From an optimization exercise on the open Yosys and OpenROAD flow, aimed at small area, a short achievable clock period and few clock cycles per item; shortcuts taken in it are not production practice.
The RTL was checked by simulation tests, not by an equivalence proof against the original design.

== run A ==
## SNN
module SNN(
	clk,
	rst_n,
	in_valid,
	img,
	ker,
	weight,
	out_valid,
	out_data
);
input clk;
input rst_n;
input in_valid;
input [7:0] img;
input [7:0] ker;
input [7:0] weight;
output reg out_valid;
output reg [9:0] out_data;
reg v_r;
reg [2:0] x, ym;
reg im;
reg [7:0] img_r, sr0, sr1, sr2, sr3, sr4, sr5, sr6, sr7, sr8, sr9, sr10, sr11, sr12;
reg [7:0] k0, k1, k2, k3, k4, k5, k6, k7, k8;
reg [7:0] w_in, wr0, wr1, wr2, wr3;
always @(posedge clk or negedge rst_n) begin
  if (!rst_n) v_r <= 1'b0;
  else v_r <= in_valid;
end
always @(posedge clk) begin
  if (in_valid) begin
    if (!v_r) begin x <= 3'd0; ym <= 3'd0; im <= 1'b0; end
    else if (x == 3'd5) begin
      x <= 3'd0;
      if (ym == 3'd5) begin ym <= 3'd0; im <= ~im; end
      else ym <= ym + 3'd1;
    end else x <= x + 3'd1;
  end
end
always @(posedge clk) begin
    img_r <= img;
    w_in <= weight;
    sr0 <= img_r;
    sr1 <= sr0;
    sr2 <= sr1;
    sr3 <= sr2;
    sr4 <= sr3;
    sr5 <= sr4;
    sr6 <= sr5;
    sr7 <= sr6;
    sr8 <= sr7;
    sr9 <= sr8;
    sr10 <= sr9;
    sr11 <= sr10;
    sr12 <= sr11;
end
wire first = in_valid & ~v_r;
wire row0 = v_r & ~im & (ym == 3'd0);
wire row1 = v_r & ~im & (ym == 3'd1);
reg op0, op1, op2, op3, e2, e3, h;
wire opany = op0 | op1 | op2 | op3;
wire wshift = (row0 & (x <= 3'd3)) | opany;
always @(posedge clk) begin
  if (first) k0 <= ker;
  ...
Size in the first run: ~2700 cells after synthesis, roughly 34000 µm² of cells after synthesis.
export LEC_CHECK = 0
export CAP_MARGIN = 20
export CORE_MARGIN = 2
export CORE_UTILIZATION = 40
export CTS_CLUSTER_DIAMETER = 100
export CTS_CLUSTER_SIZE = 30
export SLEW_MARGIN = 20
create_clock -name core_clock -period 16.0 [get_ports {clk}]
standard.sh (not shown) runs the stock make flow with config.mk's settings and CLKGATE_MAP_FILE= SYNTH_SCRIPT=/design/flow/synth_recipe.tcl, a recipe that flattens the netlist after the stock synthesis.
==> flow/flow/run.sh <==
#!/bin/bash
# Standard ORFS layout with two changes: the ports are buffered with buf_2, and
# after the standard synthesis the inverters that extract_fa leaves around
# full adders are removed by choosing each full adder's polarity (invopt.py).
set -euo pipefail
export BUFFER_PORTS_ARGS="-buffer_cell sky130_fd_sc_hd__buf_2"
bash standard.sh synth > synth.log 2>&1
NET=orfs/results/sky130hd/SNN/base/1_2_yosys.v
cp "$NET" synth_netlist_before_invopt.log
python3 flow/invopt.py "$NET" > invopt.log 2>&1
bash standard.sh > standard.log 2>&1
Other scripts of this flow, unchanged in this note and not shown: flow/flow/invopt.py
Looking at the reports, run A completed the entire flow and the layout it produced met the timing, design-rule and antenna checks.
Testbench counts of run A, summed over its fixed seeds: cycles 38,400, items 480.
What run B does differently from run A at the input level:
Settings: CTS_CLUSTER_SIZE now 24, was 30; CTS_CLUSTER_DIAMETER now 120, was 100; CORE_UTILIZATION now 55, was 40.
Findings:
Result for run B and run A: all clean
Summary of run B over run A: final worst slack lower; non-clock buffer count in the final layout lower.
Run B: global-route wire length before repair is 1400 µm higher than what run A reported.
[compare] base=run A new=run B: met1 layer usage reported by global route now sits higher, worst setup slack for register-to-register paths dropped 70 ps.
Die footprint for run B: 27% down relative to run A
Input changes introduced in run C (baseline for comparison: run B):
Settings: CORE_UTILIZATION changed from 55 to 40.
diff --git a/flow/flow/run.sh b/flow/flow/run.sh
--- a/flow/flow/run.sh
+++ b/flow/flow/run.sh
@@ -5,4 +5,5 @@
 set -euo pipefail
 export BUFFER_PORTS_ARGS="-buffer_cell sky130_fd_sc_hd__buf_2"
+export SETUP_SLACK_MARGIN=11.6
 bash standard.sh synth > synth.log 2>&1
 NET=orfs/results/sky130hd/SNN/base/1_2_yosys.v
Findings:
Between run B and run C, the length of routed met2 wiring is higher for run C.
Note that the number of signal-net buffers in the layout recorded for run C amounts to 4.3 times the value seen in run B.
Where post-layout minimum cycle time is concerned, run B is outperformed by run C.
Compare run B and run C | count of instances resized after the clock tree is built higher: run C
In the flow results for run B and run C, the global routing usage summed across all routing layers is larger on run B.
In run C the sequential share of layout area turned out 1.4 points lower than in run B.

========
Starting RTL as in the previous note.
clock: 16.0 ns
lec_check: 0
cap_margin: 20
core_margin: 2
core_utilization: 40
cts_cluster_diameter: 120
cts_cluster_size: 24
slew_margin: 20
run.sh (not shown) runs the stock make flow with config.mk's settings and CLKGATE_MAP_FILE= SYNTH_SCRIPT=/design/flow/synth_recipe.tcl, a recipe that flattens the netlist after the stock synthesis.
Stock flow here: none of the scripts above is used.
The first run completed without violations.
Testbench counts at the start, summed over its fixed seeds: cycles 38,400, items 480.
Edit:
CTS_CLUSTER_DIAMETER = default   (was 120)
CTS_CLUSTER_SIZE = default   (was 24)
=> Core utilization goes up by 1.4 points. Non-clock buffer count stays the same. Cell area rises by 3.3%. Maximum frequency decreases by 0.35%. Clock-buffer cell count is higher by 36. Clock skew goes up by 0.0050 ns. Critical path depth does not change. Flip-flop and latch count stays the same. Synthesized cell count stays the same. Routed wire length came out higher by 1.0%.
Edit:
ABC_AREA = 1   (was default)
Via count grows by 15%; synthesized cell count rose by 30%; count of clock-buffer cells in the layout came out higher by 2; non-clock buffer count rises by 2.
Edit:
==> flow/flow/run.sh (new file) <==
#!/bin/bash
# Standard ORFS layout; the only change is the cell used to buffer the ports.
set -euo pipefail
export BUFFER_PORTS_ARGS="-buffer_cell sky130_fd_sc_hd__buf_2"
bash standard.sh > standard.log 2>&1
==> flow/standard.sh (new file) <==
#!/bin/bash
# synth_recipe.tcl (not shown) runs the flow's synth.tcl, then flattens the netlist and writes it again
# the make line also repeats each setting of config.mk as NAME=value (left out here)
make -C /OpenROAD-flow-scripts/flow DESIGN_CONFIG=/design/flow/config.mk WORK_HOME=/design/flow/orfs CLKGATE_MAP_FILE= SYNTH_SCRIPT=/design/flow/synth_recipe.tcl "${@:-finish}"
ABC_AREA = default   (was 1)
removed: flow/run.sh
Worst setup slack improves by 0.035 ns. Wire length is lower by about 10%. Critical path depth is higher by 12. Non-clock buffer count is unchanged. Final area is lower by about 3.4%. Sequential share of layout area is higher by 1.0 points. Final cell count is lower by 16%. Core utilization is higher by 0.34 points. Die area is lower by 4.7%.

re-timing with driven ports:
No port has a modelled driver above. Below, the same layouts with a new extraction and two added sets of constraints. Step 1 sets driving cells, clkbuf_16 on the clock port and buf_2 on the other inputs (assumed; they add their load-dependent delay and slew). Step 2 times the ports against the registers' clock, not the clock port: input delays grow and output delays shrink by t, the midpoint of the rising clock arrivals with the driver on. a / b / c = ideal ports / drivers / drivers and shift; a / b = the first two.
run | shift t [ns] | slack for setup (ns) | worst setup path after step 2 | slew at the worst register clock pin (ns) | pins driven straight from the clock port
run A | 0.668 | 11.255 / 11.255 / 11.255 | register to register | 0.12 / 0.12 | 1
run B | 0.665 | 11.188 / 11.188 / 11.188 | register to register | 0.11 / 0.11 | 1
run C | 0.675 | 11.579 / 11.579 / 11.349 | input to register | 0.11 / 0.11 | 1
the first run of note 2 | 0.690 | 11.260 / 11.251 / 10.831 | input to register | 0.11 / 0.11 | 1
the second run of note 2 | 0.703 | 11.243 / 11.232 / 10.831 | input to register | 0.07 / 0.07 | 1
the third run of note 2 | 0.709 | 11.275 / 11.210 / 10.809 | input to register | 0.07 / 0.07 | 1
the fourth run of note 2 | 0.730 | 11.310 / 11.310 / 11.294 | input to register | 0.07 / 0.07 | 1
After both steps every run listed still meets setup and hold. The setup slack of the third run of note 2, which loses most, moves by -0.065 ns with the drivers and by -0.466 ns with both steps.
